Source: an optimization exercise on an open RTL-to-GDS flow (aim: small area, a short achievable clock period and few clock cycles per item). Production flows keep margins and buffers that such runs may drop.

==> flow/design.v <==
module fpadder (output logic [31:0] sum, output logic ready,
		 input logic [31:0] a, input logic clock, nreset);
logic s_a, s_b, s_c, s_v, s_n;
logic [31:0] R;           
logic [23:0] Q;           
logic        sub;         
logic        flip;        
logic [7:0]  eA, eB, dd;
logic        azero, bzero, swp, aspec, bspec, nan;
logic [23:0] mS, mSal;
always_comb begin
  eA = R[30:23];
  eB = a[30:23];
  azero = (R[30:0] == '0);
  bzero = (a[30:0] == '0);
  swp = (eA < eB) | azero;
  dd  = swp ? (eB - eA) : (eA - eB);
  aspec = (eA == 8'hff);
  bspec = (eB == 8'hff);
  nan = (aspec && (R[22:0] != '0)) || (bspec && (a[22:0] != '0))
        || (aspec && bspec && (R[31] ^ a[31]));
  mS = {1'b1, swp ? R[22:0] : a[22:0]};
  mSal = (azero || bzero || dd >= 8'd24) ? 24'd0 : (mS >> dd[4:0]);
end
function automatic logic [24:0] bk_add(input logic [23:0] x, y, input logic ci);
  logic [24:0] g, p, gg, pp;
  logic [23:0] h;
  h = x ^ y;
  g = {x & y, ci};
  p = {h, 1'b0};
  gg = g;
  pp = p;
  for (int l = 0; l < 5; l++)
    for (int i = 0; i < 25; i++)
      if ((i + 1) % (2 << l) == 0) begin
        gg[i] = gg[i] | (pp[i] & gg[i - (1 << l)]);
        pp[i] = pp[i] & pp[i - (1 << l)];
      end
  for (int l = 3; l >= 0; l--)
    for (int i = 0; i < 25; i++)
      if ((i + 1) % (2 << l) == (1 << l) && i >= (2 << l)) begin
        gg[i] = gg[i] | (pp[i] & gg[i - (1 << l)]);
        pp[i] = pp[i] & pp[i - (1 << l)];
      end
  bk_add = {gg[24], h ^ gg[23:0]};
endfunction
logic [23:0] p, q;
logic [24:0] D;
logic        neg, far, cy, ovf;
always_comb begin
  p = {1'b1, R[22:0]} & {24{~s_v}};
  q = Q ^ {24{sub}};
  D = bk_add(p, q, sub);
  neg = sub & ~D[24] & s_c;             
  far = sub ? (D[24] | s_v) & D[23] : 1'b1;
  cy  = ~sub & D[24];                   
  ovf = cy & (R[30:23] == 8'hfe);
end
logic [4:0]  lz;
logic [23:0] N;
always_comb begin
  lz = 5'd0;
  for (int i = 0; i < 24; i++)
    if (Q[i]) lz = 5'(23 - i);
  N = Q << lz;
end
assign ready = s_n | ((s_c | s_v) & ~neg & far);
always_comb begin
  if (s_n)
    sum = {R[31] ^ flip, R[30:23] - {3'd0, lz}, N[22:0]};
  else if (cy)
    sum = {R[31], R[30:23] + 8'd1, D[23:1] & {23{~ovf}}};
  else
    sum = {R[31] ^ s_v, R[30:23], D[22:0]};
end
always_ff @(posedge clock, negedge nreset)
  if (~nreset) begin
    {s_a, s_b, s_c, s_v, s_n} <= '0;
  end else begin
    s_a <= ready;
    s_b <= s_a;
    s_c <= s_b & ~(aspec | bspec);
    s_v <= s_c & neg;
    s_n <= (s_b & (aspec | bspec)) | ((s_c | s_v) & ~neg & ~far)
         | ~(s_a | s_b | s_c | s_v | s_n);
  end
always_ff @(posedge clock) begin
  flip <= 1'b0;
  if (~(s_a | s_b | s_c | s_v | s_n)) begin
    R <= '0;
    Q <= '0;
  end else if (s_b) begin
    if (aspec | bspec) begin
      R[31:23] <= {nan | (aspec ? R[31] : a[31]), 8'hff};
      Q <= {1'b1, {23{nan}}};
    end else begin
      if (swp) R <= a;
      Q <= mSal;
    end
    sub  <= R[31] ^ a[31];
  end else begin
    Q <= D[23:0];
    flip <= s_v;
    if (s_c & sub & (D[23:0] == '0))
      R[31:23] <= '0;
    if (s_a | s_n)
      R <= a;
  end
end
endmodule
==> flow/config.mk <==
export PLATFORM = sky130hd
export DESIGN_NAME = fpadder
export DESIGN_NICKNAME = fpadder
export VERILOG_FILES = /design/flow/design.v
export SDC_FILE = /design/flow/constraint.sdc
export NUM_CORES = 4
export LEC_CHECK = 0
export ABC_AREA = 1
export CAP_MARGIN = 20
export CORE_MARGIN = 2
export CORE_UTILIZATION = 40
export SLEW_MARGIN = 20
==> flow/constraint.sdc <==
create_clock -name core_clock -period 5.0 [get_ports {clock}]
set_input_delay 1.0000 -clock core_clock [delete_from_list [all_inputs] [get_ports {clock}]]
set_output_delay 1.0000 -clock core_clock [all_outputs]
set_load 0.01 [all_outputs]
standard.sh (not shown) runs the stock make flow with config.mk's settings and CLKGATE_MAP_FILE= SYNTH_SCRIPT=/design/flow/synth_recipe.tcl, a recipe that flattens the netlist after the stock synthesis.
==> flow/flow/run.sh <==
#!/bin/bash
# Standard layout (standard synthesis unchanged), except that the ports are
# buffered with plain buffers instead of the resizer's default pick (a delay
# cell).
set -euo pipefail
export BUFFER_PORTS_ARGS="-buffer_cell sky130_fd_sc_hd__buf_2"
bash standard.sh synth > synth.log 2>&1
bash standard.sh > layout.log 2>&1
The starting point reached the layout checks and failed them: setup timing.
Rerun with:
--- a/flow/design.v
+++ b/flow/design.v
@@ -20,39 +20,31 @@
   nan = (aspec && (R[22:0] != '0)) || (bspec && (a[22:0] != '0))
         || (aspec && bspec && (R[31] ^ a[31]));
   mS = {1'b1, swp ? R[22:0] : a[22:0]};
   mSal = (azero || bzero || dd >= 8'd24) ? 24'd0 : (mS >> dd[4:0]);
 end
-function automatic logic [24:0] bk_add(input logic [23:0] x, y, input logic ci);
-  logic [24:0] g, p, gg, pp;
+function automatic logic [24:0] sk_add(input logic [23:0] x, y, input logic ci);
+  logic [24:0] g, p;
   logic [23:0] h;
   h = x ^ y;
   g = {x & y, ci};
   p = {h, 1'b0};
-  gg = g;
-  pp = p;
   for (int l = 0; l < 5; l++)
     for (int i = 0; i < 25; i++)
-      if ((i + 1) % (2 << l) == 0) begin
-        gg[i] = gg[i] | (pp[i] & gg[i - (1 << l)]);
-        pp[i] = pp[i] & pp[i - (1 << l)];
+      if (((i >> l) & 1) == 1) begin
+        g[i] = g[i] | (p[i] & g[((i >> l) << l) - 1]);
+        p[i] = p[i] & p[((i >> l) << l) - 1];
       end
-  for (int l = 3; l >= 0; l--)
-    for (int i = 0; i < 25; i++)
-      if ((i + 1) % (2 << l) == (1 << l) && i >= (2 << l)) begin
-        gg[i] = gg[i] | (pp[i] & gg[i - (1 << l)]);
-        pp[i] = pp[i] & pp[i - (1 << l)];
-      end
-  bk_add = {gg[24], h ^ gg[23:0]};
+  sk_add = {g[24], h ^ g[23:0]};
 endfunction
 logic [23:0] p, q;
 logic [24:0] D;
 logic        neg, far, cy, ovf;
 always_comb begin
   p = {1'b1, R[22:0]} & {24{~s_v}};
   q = Q ^ {24{sub}};
-  D = bk_add(p, q, sub);
+  D = sk_add(p, q, sub);
   neg = sub & ~D[24] & s_c;             
   far = sub ? (D[24] | s_v) & D[23] : 1'b1;
   cy  = ~sub & D[24];                   
   ovf = cy & (R[30:23] == 8'hfe);
 end
@@ -64,16 +56,17 @@
     if (Q[i]) lz = 5'(23 - i);
   N = Q << lz;
 end
 assign ready = s_n | ((s_c | s_v) & ~neg & far);
 always_comb begin
+  sum[31] = R[31] ^ (s_n ? flip : s_v);
   if (s_n)
-    sum = {R[31] ^ flip, R[30:23] - {3'd0, lz}, N[22:0]};
+    sum[30:0] = {R[30:23] - {3'd0, lz}, N[22:0]};
   else if (cy)
-    sum = {R[31], R[30:23] + 8'd1, D[23:1] & {23{~ovf}}};
+    sum[30:0] = {R[30:23] + 8'd1, D[23:1] & {23{~ovf}}};
   else
-    sum = {R[31] ^ s_v, R[30:23], D[22:0]};
+    sum[30:0] = {R[30:23], D[22:0]};
 end
 always_ff @(posedge clock, negedge nreset)
   if (~nreset) begin
     {s_a, s_b, s_c, s_v, s_n} <= '0;
   end else begin
Effect: The changed run went through all stages and came out clean; die area is lower slightly; hold slack improved by 0.033 ns; routed wire length goes up by a few percent; count of clock-buffer cells in the layout rose by 2; final area went down by a few percent; via count goes up by a few percent; worst setup slack is better by 0.76 ns.
Function was not checked in any run of this note: the RTL went through the layout flow alone.

==> afterwards: timing with drivers on the ports <==
No port has a modelled driver above. Below, the same layouts with a new extraction and two added sets of constraints. Step 1: set_driving_cell puts a clkbuf_16 on clock and a buf_2 on each other input, an assumption about the parent block. Step 2 adds t to the input delays and takes it off the output delays; t is the mean of the earliest and latest rising clock arrival at the registers after step 1. Input paths then give back, and output paths get back, about the clock's delay inside the block. Three values: no drivers, after step 1, after step 2; two values: the first two.
| run | shift t [ns] | setup slack, ns | hold slack, ns | worst register clock-pin slew, ns | worst slew at a driven data input, ns |
|---|---|---|---|---|---|
| the first run | 0.374 | -0.530 / -0.571 / -0.197 | 0.378 / 0.378 / 0.378 | 0.06 / 0.06 | 0.04 |
| the second run | 0.385 | 0.234 / 0.192 / 0.547 | 0.411 / 0.411 / 0.411 | 0.06 / 0.06 | 0.03 |
